Context: an optimization exercise on an open-source flow, tuned for small area and a short achievable clock period. The choices shown serve that exercise and are no tape-out recipe. RTL that was checked went through simulation tests only; none was proved equivalent to the original. Power figures rest on the tool's default switching activity, not on a simulated workload. The flow treats the clock pin as an ideal source, which a real chip does not have.

Design PE, start of the top module:
module PE #(
  parameter integer PE_BUF_ADDR_WIDTH   = 5,
  parameter integer OP_WIDTH            = 16,
  parameter integer ACC_WIDTH           = 16,
  parameter         LAYER_NORM          = "NO"
)
(
  input  wire                                         clk,
  input  wire                                         reset,
  input  wire                                         mask,
  input  wire  [ 10+2*PE_BUF_ADDR_WIDTH -1 : 0 ]      ctrl,
  input  wire                                         src_2_sel,
  input  wire  [ OP_WIDTH             -1 : 0 ]        read_data_0,
  input  wire  [ OP_WIDTH             -1 : 0 ]        read_data_1,
  input  wire  [ OP_WIDTH             -1 : 0 ]        read_data_2,
  output wire  [ OP_WIDTH             -1 : 0 ]        lrn_center,
  output wire  [ OP_WIDTH             -1 : 0 ]        write_data,
  output wire  [ OP_WIDTH             -1 : 0 ]        pe_buffer_read_data,
  input  wire                                         pe_neuron_read_req,
  input  wire  [ OP_WIDTH             -1 : 0 ]        pe_neuron_write_data,
  input  wire                                         pe_neuron_write_req,
  input  wire  [ PE_BUF_ADDR_WIDTH    -1 : 0 ]        pe_neuron_write_addr,
  output wire                                         write_valid
);
Size in the first run: ~2,600 cells after synthesis, ~140 I/O pins, about 0.040 sq mm of cells after synthesis.
==> flow/config.mk <==
export PLATFORM = sky130hd
export DESIGN_NAME = PE
export DESIGN_NICKNAME = PE
export VERILOG_FILES = /design/flow/design.v
export SDC_FILE = /design/flow/constraint.sdc
export NUM_CORES = 4
export LEC_CHECK = 0
export ABC_CLOCK_PERIOD_IN_PS = 2800
export CAP_MARGIN = 20
export CORE_MARGIN = 2
export CORE_UTILIZATION = 70
export SETUP_SLACK_MARGIN = 4.0
export SLEW_MARGIN = 20
==> flow/constraint.sdc <==
create_clock -name core_clock -period 6.5 [get_ports {clk}]
set_input_delay 1.3000 -clock core_clock [delete_from_list [all_inputs] [get_ports {clk}]]
set_output_delay 1.3000 -clock core_clock [all_outputs]
set_load 0.01 [all_outputs]
standard.sh (not shown) runs the stock make flow with config.mk's settings and CLKGATE_MAP_FILE= SYNTH_SCRIPT=/design/flow/synth_recipe.tcl, a recipe that flattens the netlist after the stock synthesis.
==> flow/flow/run.sh <==
#!/bin/bash
set -e
export BUFFER_PORTS_ARGS="-buffer_cell sky130_fd_sc_hd__buf_1"
export CTS_ARGS="-sink_clustering_enable -repair_clock_nets -sink_clustering_size 31 -sink_clustering_max_diameter 80 -dont_use_dummy_load"
bash standard.sh > standard.log 2>&1
The baseline finished with timing, DRC and antenna clean.
Next try:
CAP_MARGIN = 0   (was 20)
SLEW_MARGIN = 0   (was 20)
- The new run went through all stages and came out clean
- sequential power is about the same
- fmax stays the same
- die area is unchanged
- wire length barely changes
- worst hold slack gains 0.024 ns
- global-route usage is about the same
- register-to-register slack gains 0.04 ns
- worst setup slack is unchanged
- non-clock buffer count shrinks by 2
- clock-buffer cell count is unchanged
- critical path depth does not change
Next try:
CAP_MARGIN = 20   (was 0)
SETUP_SLACK_MARGIN = 3.95   (was 4.0)
SLEW_MARGIN = 20   (was 0)
=> First-iteration DRC count drops by about 3.4%. Design area drops by about 0.34%. Core utilization drops by 0.26 points. Setup slack gets worse by 0.0049 ns.
Next try:
==> flow/flow/run.sh (replaced) <==
#!/bin/bash
set -e
export BUFFER_PORTS_ARGS="-buffer_cell sky130_fd_sc_hd__buf_1"
export CTS_ARGS="-sink_clustering_enable -repair_clock_nets -sink_clustering_size 28 -sink_clustering_max_diameter 80 -dont_use_dummy_load"
bash standard.sh > standard.log 2>&1
CORE_UTILIZATION = 78   (was 70)
SETUP_SLACK_MARGIN = 4.0   (was 3.95)
What happened:
- sequential share of layout area came out lower by 0.65 points
- synthesized area stays the same
- via count came out higher by 6.7%

========
PE again, from the RTL that the note above started with.
==> flow/config.mk <==
export PLATFORM = sky130hd
export DESIGN_NAME = PE
export DESIGN_NICKNAME = PE
export VERILOG_FILES = /design/flow/design.v
export SDC_FILE = /design/flow/constraint.sdc
export NUM_CORES = 4
export LEC_CHECK = 0
export ABC_CLOCK_PERIOD_IN_PS = 2800
export CAP_MARGIN = 20
export CORE_MARGIN = 2
export CORE_UTILIZATION = 70
export SETUP_SLACK_MARGIN = 4.0
export SLEW_MARGIN = 20
==> flow/constraint.sdc <==
create_clock -name core_clock -period 6.5 [get_ports {clk}]
set_input_delay 1.3000 -clock core_clock [delete_from_list [all_inputs] [get_ports {clk}]]
set_output_delay 1.3000 -clock core_clock [all_outputs]
set_load 0.01 [all_outputs]
==> flow/flow/run.sh <==
#!/bin/bash
set -e
export BUFFER_PORTS_ARGS="-buffer_cell sky130_fd_sc_hd__buf_1"
export CTS_ARGS="-sink_clustering_enable -repair_clock_nets -sink_clustering_size 31 -sink_clustering_max_diameter 80 -dont_use_dummy_load"
bash standard.sh > standard.log 2>&1
The starting point went through all stages and came out clean.
==> next run, changes <==
==> flow/flow/run.sh (replaced) <==
#!/bin/bash
set -e
export BUFFER_PORTS_ARGS="-buffer_cell sky130_fd_sc_hd__buf_1"
export CTS_ARGS="-sink_clustering_enable -repair_clock_nets -sink_clustering_size 28 -sink_clustering_max_diameter 80 -dont_use_dummy_load"
bash standard.sh > standard.log 2>&1
--- a/flow/config.mk
+++ b/flow/config.mk
@@ -11 +11 @@
-export CORE_UTILIZATION = 70
+export CORE_UTILIZATION = 60
Result: The changed run ran to the end with no violations. Critical path depth is unchanged. Setup slack barely changes. Die area increases by 16%. Final area increases by about 0.64%. Sequential share of layout area decreases by 0.44 points. Via count decreases by 1.1%.

========
Setup of the reference run:
Another version of the RTL of PE (not shown whole).
For scale: ~2,700 cells after synthesis, roughly 1,000 flip-flops, roughly 140 I/O pins.
## PE
module PE #(
  parameter integer PE_BUF_ADDR_WIDTH   = 5,
  parameter integer OP_WIDTH            = 16,
  parameter integer ACC_WIDTH           = 16,
  parameter         LAYER_NORM          = "NO"
)
(
  input  wire                                         clk,
  input  wire                                         reset,
  input  wire                                         mask,
  input  wire  [ 10+2*PE_BUF_ADDR_WIDTH -1 : 0 ]      ctrl,
  input  wire                                         src_2_sel,
  input  wire  [ OP_WIDTH             -1 : 0 ]        read_data_0,
  input  wire  [ OP_WIDTH             -1 : 0 ]        read_data_1,
  input  wire  [ OP_WIDTH             -1 : 0 ]        read_data_2,
  output wire  [ OP_WIDTH             -1 : 0 ]        lrn_center,
  output wire  [ OP_WIDTH             -1 : 0 ]        write_data,
  output wire  [ OP_WIDTH             -1 : 0 ]        pe_buffer_read_data,
  input  wire                                         pe_neuron_read_req,
  input  wire  [ OP_WIDTH             -1 : 0 ]        pe_neuron_write_data,
  input  wire                                         pe_neuron_write_req,
  input  wire  [ PE_BUF_ADDR_WIDTH    -1 : 0 ]        pe_neuron_write_addr,
  output wire                                         write_valid
);
export LEC_CHECK = 0
export ABC_CLOCK_PERIOD_IN_PS = 2800
export CAP_MARGIN = 20
export CORE_MARGIN = 2
export CORE_UTILIZATION = 60
export SETUP_SLACK_MARGIN = 3.9
export SLEW_MARGIN = 20
create_clock -name core_clock -period 6.5 [get_ports {clk}]
==> flow/flow/run.sh <==
#!/bin/bash
set -e
export BUFFER_PORTS_ARGS="-buffer_cell sky130_fd_sc_hd__buf_1"
export CTS_ARGS="-sink_clustering_enable -repair_clock_nets -sink_clustering_size 28 -sink_clustering_max_diameter 80 -dont_use_dummy_load"
bash standard.sh > standard.log 2>&1
The following lists how the trial run was set up differently from the reference run:
- setting CTS_CLUSTER_DIAMETER to 80 for the first time
- setting CTS_CLUSTER_SIZE to 28 for the first time
==> flow/run.sh (new file) <==
#!/bin/bash
# synth_recipe.tcl (not shown) runs the flow's synth.tcl, then flattens the netlist and writes it again
# the make line also repeats each setting of config.mk as NAME=value (left out here)
make -C /OpenROAD-flow-scripts/flow DESIGN_CONFIG=/design/flow/config.mk WORK_HOME=/design/flow/orfs CLKGATE_MAP_FILE= SYNTH_SCRIPT=/design/flow/synth_recipe.tcl finish
removed: flow/flow/run.sh
removed: flow/standard.sh
Notes after the runs:
- On the trial run: setup fix buffers added after clock tree synthesis is 6 higher than what the reference run gave.
- Core util | the trial run vs the reference run | the trial run higher
- The trial run vs. the reference run: critical path depth went down 7; worst ir drop on vdd went down 14%.
- Clock buffer count in the final layout (the trial run over the reference run): increase, 51%
- Comparing the trial run and the reference run, the lower post-place setup slack was measured on the trial run.
- STATUS design area: the trial run loses against the reference run
No functional check of the RTL was part of any run of this note.

static timing again, ports no longer ideal:
The results above use ideal ports. As a check the final layouts listed here were re-extracted and re-timed, cells and wires unchanged. Step 1, drivers: a clkbuf_16 drives clk and a buf_2 each remaining input, both assumed. Step 2, shift: input delay + t, output delay - t, t = (earliest + latest rising clock arrival at the registers) / 2. This alone moves slack from input paths to output paths. Slacks: ideal ports / drivers / drivers and shift; pairs: ideal ports / drivers.
run	shift t [ns]	setup slack, ns	hold WS [ns]	worst setup path after step 2	slew at the worst register clock pin (ns)
the first run of note 1	0.657	3.900 / 3.859 / 3.441	0.310 / 0.310 / 0.310	input to register	0.12 / 0.12
the second run of note 1	0.661	3.900 / 3.859 / 3.416	0.334 / 0.334 / 0.334	input to register	0.12 / 0.12
the third run of note 1	0.664	3.895 / 3.859 / 3.338	0.334 / 0.334 / 0.334	input to register	0.12 / 0.12
the fourth run of note 1	0.684	3.871 / 3.859 / 3.404	0.336 / 0.336 / 0.336	input to register	0.11 / 0.11
the first run of note 2	0.657	3.900 / 3.859 / 3.441	0.310 / 0.310 / 0.310	input to register	0.12 / 0.12
the second run of note 2	0.681	3.900 / 3.859 / 3.380	0.332 / 0.332 / 0.332	input to register	0.11 / 0.11
the reference run	0.676	3.872 / 3.857 / 3.448	0.329 / 0.329 / 0.329	input to register	0.11 / 0.11
the trial run	0.700	3.900 / 3.851 / 3.275	0.334 / 0.334 / 0.334	input to register	0.11 / 0.11
After both steps every run listed still meets setup and hold. The setup slack of the trial run, which loses most, moves by -0.049 ns with the drivers and by -0.625 ns with both steps.
